Background: an optimization exercise with open tools, aiming at small area, a short achievable clock period and few clock cycles per item. Do not read the settings as production practice. Function was checked by simulation only, so behaviour that the tests miss may differ from the original.

==> inputs of v34 <==
Design mult_ex, start of the top module:
module mult_ex #(
    parameter WIDTH = 32
) (
    input  logic            clk,
    input  logic            rst_n,
    input  logic[WIDTH-1:0] a,
    input  logic[WIDTH-1:0] b,
    output logic[WIDTH-1:0] lo,
    output logic[WIDTH-1:0] hi,
    input  logic           valid_in,
    output logic           ready_out,
    output logic           valid_out,
    input  logic           ready_in
);
clock: 11.0 ns
lec_check: 0
abc_area: 1
cap_margin: 20
core_margin: 2
core_utilization: 55
slew_margin: 20
standard.sh (not shown) runs the stock make flow with config.mk's settings and CLKGATE_MAP_FILE= SYNTH_SCRIPT=/design/flow/synth_recipe.tcl, a recipe that flattens the netlist after the stock synthesis.
==> flow/flow/run.sh <==
#!/bin/bash
set -euo pipefail
sed '1s/-noshare /-noshare -noabc /' synth_recipe.tcl > flow_synth.tcl
grep -q -- '-noabc' flow_synth.tcl
bash standard.sh SYNTH_SCRIPT="$PWD/flow_synth.tcl" \
    "BUFFER_PORTS_ARGS=-buffer_cell sky130_fd_sc_hd__buf_4" \
    MATCH_CELL_FOOTPRINT=0 SETUP_SLACK_MARGIN=7.3 finish > standard_flow.log 2>&1
==> v8: changes against v34 <==
==> flow/flow/run.sh (replaced) <==
#!/bin/bash
set -euo pipefail
sed '1s/-noshare /-noshare -noabc /' synth_recipe.tcl > flow_synth.tcl
grep -q -- '-noabc' flow_synth.tcl
bash standard.sh SYNTH_SCRIPT="$PWD/flow_synth.tcl" \
    "BUFFER_PORTS_ARGS=-buffer_cell sky130_fd_sc_hd__buf_4" \
    MATCH_CELL_FOOTPRINT=0 SETUP_SLACK_MARGIN=7.0 finish > standard_flow.log 2>&1
ABC_AREA = default   (was 1)
ABC_CLOCK_PERIOD_IN_PS = 3000   (was default)
CORE_UTILIZATION = 40   (was 55)
==> results.txt <==
- In v34 the register-to-register slack is higher than in v8, by 250 ps.
- Of v34 and v8, v8 has the higher sequential share of layout area (gap 1.2 points).
- Die area: v8 is higher than v34 (about 30%).
- Of v34 and v8, v34 has the higher core utilization (gap 17 points).
- Of v34 and v8, v34 has the higher via count (gap about 17%, measured against v8).
Testbench counts of v34, summed over its fixed seeds: cycles 2,072, items 2,048.
Testbench counts of v8, summed over its fixed seeds: cycles 2,072, items 2,048.

==> trial 42 <==
Starting RTL as in the previous note.
// mult_ex
module mult_ex #(
    parameter WIDTH = 32
) (
    input  logic            clk,
    input  logic            rst_n,
    input  logic[WIDTH-1:0] a,
    input  logic[WIDTH-1:0] b,
    output logic[WIDTH-1:0] lo,
    output logic[WIDTH-1:0] hi,
    input  logic           valid_in,
    output logic           ready_out,
    output logic           valid_out,
    input  logic           ready_in
);
export LEC_CHECK = 0
export ABC_CLOCK_PERIOD_IN_PS = 3000
export CAP_MARGIN = 20
export CORE_MARGIN = 2
export CORE_UTILIZATION = 55
export SLEW_MARGIN = 20
create_clock -name core_clock -period 11.0 [get_ports {clk}]
==> flow/flow/run.sh <==
#!/bin/bash
set -euo pipefail
sed '1s/-noshare /-noshare -noabc /' synth_recipe.tcl > flow_synth.tcl
grep -q -- '-noabc' flow_synth.tcl
bash standard.sh SYNTH_SCRIPT="$PWD/flow_synth.tcl" \
    "BUFFER_PORTS_ARGS=-buffer_cell sky130_fd_sc_hd__buf_2" \
    MATCH_CELL_FOOTPRINT=0 SETUP_SLACK_MARGIN=7.4 finish > standard_flow.log 2>&1
==> build 41 (differences from trial 42) <==
==> flow/flow/run.sh (replaced) <==
#!/bin/bash
set -euo pipefail
sed '1s/-noshare /-noshare -noabc /' synth_recipe.tcl > flow_synth.tcl
grep -q -- '-noabc' flow_synth.tcl
bash standard.sh SYNTH_SCRIPT="$PWD/flow_synth.tcl" \
    "BUFFER_PORTS_ARGS=-buffer_cell sky130_fd_sc_hd__buf_4" \
    MATCH_CELL_FOOTPRINT=0 SETUP_SLACK_MARGIN=7.3 finish > standard_flow.log 2>&1
--- a/flow/config.mk
+++ b/flow/config.mk
@@ -10,3 +10,3 @@
 export CORE_MARGIN = 2
-export CORE_UTILIZATION = 55
+export CORE_UTILIZATION = 65
 export SLEW_MARGIN = 20
==> results.txt <==
- Of build 41 and trial 42, build 41 has the higher setup slack (gap 0.012 ns).
- Cell count: build 41 is lower than trial 42 (about 4.6%).
- Of trial 42 and build 41, trial 42 has the higher die area (gap about 18%, measured against build 41).
- Synthesized area is the same in trial 42 and build 41.
- Of build 41 and trial 42, trial 42 has the higher final area (gap 0.91%, measured against trial 42).
Testbench counts of trial 42, summed over its fixed seeds: cycles 2,072, items 2,048.
Testbench counts of build 41, summed over its fixed seeds: cycles 2,072, items 2,048.

==> job 5786 <==
Starting RTL as in the previous note.
export LEC_CHECK = 0
export ABC_CLOCK_PERIOD_IN_PS = 3000
export CAP_MARGIN = 20
export CORE_MARGIN = 2
export CORE_UTILIZATION = 55
export PLACE_DENSITY = 0.75
export SLEW_MARGIN = 20
create_clock -name core_clock -period 11.0 [get_ports {clk}]
==> flow/flow/run.sh <==
#!/bin/bash
set -euo pipefail
sed '1s/-noshare /-noshare -noabc /' synth_recipe.tcl > flow_synth.tcl
grep -q -- '-noabc' flow_synth.tcl
bash standard.sh SYNTH_SCRIPT="$PWD/flow_synth.tcl" \
    "BUFFER_PORTS_ARGS=-buffer_cell sky130_fd_sc_hd__buf_2" \
    MATCH_CELL_FOOTPRINT=0 SETUP_SLACK_MARGIN=7.3 finish > standard_flow.log 2>&1
==> inputs of job 747, as changes to job 5786 <==
==> flow/flow/run.sh (replaced) <==
#!/bin/bash
set -euo pipefail
sed '1s/-noshare /-noshare -noabc /' synth_recipe.tcl > flow_synth.tcl
grep -q -- '-noabc' flow_synth.tcl
bash standard.sh SYNTH_SCRIPT="$PWD/flow_synth.tcl" \
    "BUFFER_PORTS_ARGS=-buffer_cell sky130_fd_sc_hd__buf_4" \
    MATCH_CELL_FOOTPRINT=0 SETUP_SLACK_MARGIN=7.6 finish > standard_flow.log 2>&1
Settings changed: CORE_UTILIZATION 55 to 40, PLACE_DENSITY 0.75 to not set.
==> inputs of job 6774, as changes to job 5786 <==
Settings changed: CTS_BUF_LIST set to sky130_fd_sc_hd__clkbuf_8, PLACE_DENSITY 0.75 to not set.
==> qor summary <==
quantity	job 747	job 6774	job 5786
Result of the run	complete, no violations	complete, no violations	complete, no violations
Tmin final	3930 ps	3800 ps	3910 ps
Vias in the first global route	28700	27300	28700
Hold Startpoint	skid_a[20]	skid_a[14]	skid_a[20]
Worst-case hold path end point	skid_a[20]	skid_a[14]	skid_a[20]
Total area of multi-input combinational cells	25700 um^2	23600 um^2	23700 um^2
Minimum setup slack after placement	5870 ps	6280 ps	6520 ps
Met2 track demand over resource in global routing	0.389	0.477	0.479
Detailed placer's ending HPWL	68100 um	67800 um	65100 um
Post-detailed-route via-to-cell ratio	6.28	6.63	6.94
Aggregate global-route resource usage	0.270	0.340	0.326
Filler Cell Count	7401	5126	4822
Total met3 wirelength after detailed routing	17400 um	16500 um	18100 um
Tightest slew margin relative to the limit	0.337	0.396	0.241
Number of clock buffer instances in the layout	50	76	61
Effective utilization at floorplan	0.404	0.556	0.556
Tapcells	1165	855	855
Testbench counts of job 5786, summed over its fixed seeds: cycles 2,072, items 2,048.
Testbench counts of job 747, summed over its fixed seeds: cycles 2,072, items 2,048.
Testbench counts of job 6774, summed over its fixed seeds: cycles 2,072, items 2,048.

==> inputs of run B <==
mult_ex again, from the RTL that the note above started with.
export LEC_CHECK = 0
export ABC_CLOCK_PERIOD_IN_PS = 3000
export CAP_MARGIN = 20
export CORE_MARGIN = 2
export CORE_UTILIZATION = 55
export CTS_CLUSTER_DIAMETER = 100
export CTS_CLUSTER_SIZE = 30
export SLEW_MARGIN = 20
create_clock -name core_clock -period 11.0 [get_ports {clk}]
==> flow/flow/run.sh <==
#!/bin/bash
set -euo pipefail
sed '1s/-noshare /-noshare -noabc /' synth_recipe.tcl > flow_synth.tcl
grep -q -- '-noabc' flow_synth.tcl
bash standard.sh SYNTH_SCRIPT="$PWD/flow_synth.tcl" \
    "BUFFER_PORTS_ARGS=-buffer_cell sky130_fd_sc_hd__buf_4" \
    MATCH_CELL_FOOTPRINT=0 SETUP_SLACK_MARGIN=7.3 finish > standard_flow.log 2>&1
==> run Y: changes against run B <==
Settings changed: CTS_CLUSTER_DIAMETER 100 to default, CTS_CLUSTER_SIZE 30 to default.
==> results.txt <==
- Of run Y and run B, run Y has the higher fmax (gap about 1.5%, measured against run B).
- In sequential cell count, run B and run Y do not differ.
- Setup slack: run Y is better than run B (0.057 ns).
- Global-route usage: run Y is higher than run B (0.27 points).
- Between run Y and run B, the lower final cell count is in run B (gap about 0.9%, measured against run B).
- Of run Y and run B, run Y has the higher core utilization (gap 0.69 points).
Testbench counts of run B, summed over its fixed seeds: cycles 2,072, items 2,048.
Testbench counts of run Y, summed over its fixed seeds: cycles 2,072, items 2,048.

-- what the ideal ports hide --
In the flow no input, the clock included, has a driving cell. The finished layouts below were timed again as built, in two steps.
Step 1 assumes that a clkbuf_16 drives the clock port and a buf_2 every other input.
Step 2 moves the port delays by t, midway between the first and last clock arrival at a register: inputs arrive t later, outputs are due t later. That takes back most of the time a late clock gives input paths.
Slacks: ideal ports / drivers / drivers and shift; pairs: ideal ports / drivers.
run | shift t [ns] | setup WS [ns] | hold WS [ns] | clock arrival spread, ns
v34 | 0.657 | 7.264 / 7.264 / 6.866 | 0.450 / 0.450 / 0.450 | 0.033 / 0.033
v8 | 0.663 | 7.011 / 7.011 / 6.673 | 0.471 / 0.471 / 0.471 | 0.027 / 0.027
trial 42 | 0.636 | 7.162 / 7.162 / 6.992 | 0.471 / 0.471 / 0.471 | 0.026 / 0.026
build 41 | 0.637 | 7.174 / 7.174 / 6.933 | 0.473 / 0.473 / 0.473 | 0.025 / 0.025
job 5786 | 0.642 | 7.085 / 7.085 / 6.844 | 0.470 / 0.470 / 0.470 | 0.031 / 0.030
job 747 | 0.651 | 7.068 / 7.068 / 7.068 | 0.476 / 0.476 / 0.476 | 0.020 / 0.021
job 6774 | 0.718 | 7.201 / 7.201 / 6.747 | 0.473 / 0.473 / 0.473 | 0.062 / 0.062
run B | 0.639 | 7.171 / 7.171 / 7.128 | 0.482 / 0.482 / 0.482 | 0.038 / 0.038
run Y | 0.643 | 7.228 / 7.228 / 7.093 | 0.469 / 0.469 / 0.469 | 0.022 / 0.022
After both steps setup and hold are still met in every run listed. For job 6774, which loses most, drivers alone change the setup slack by 0.000 ns; drivers and shift together by -0.454 ns.
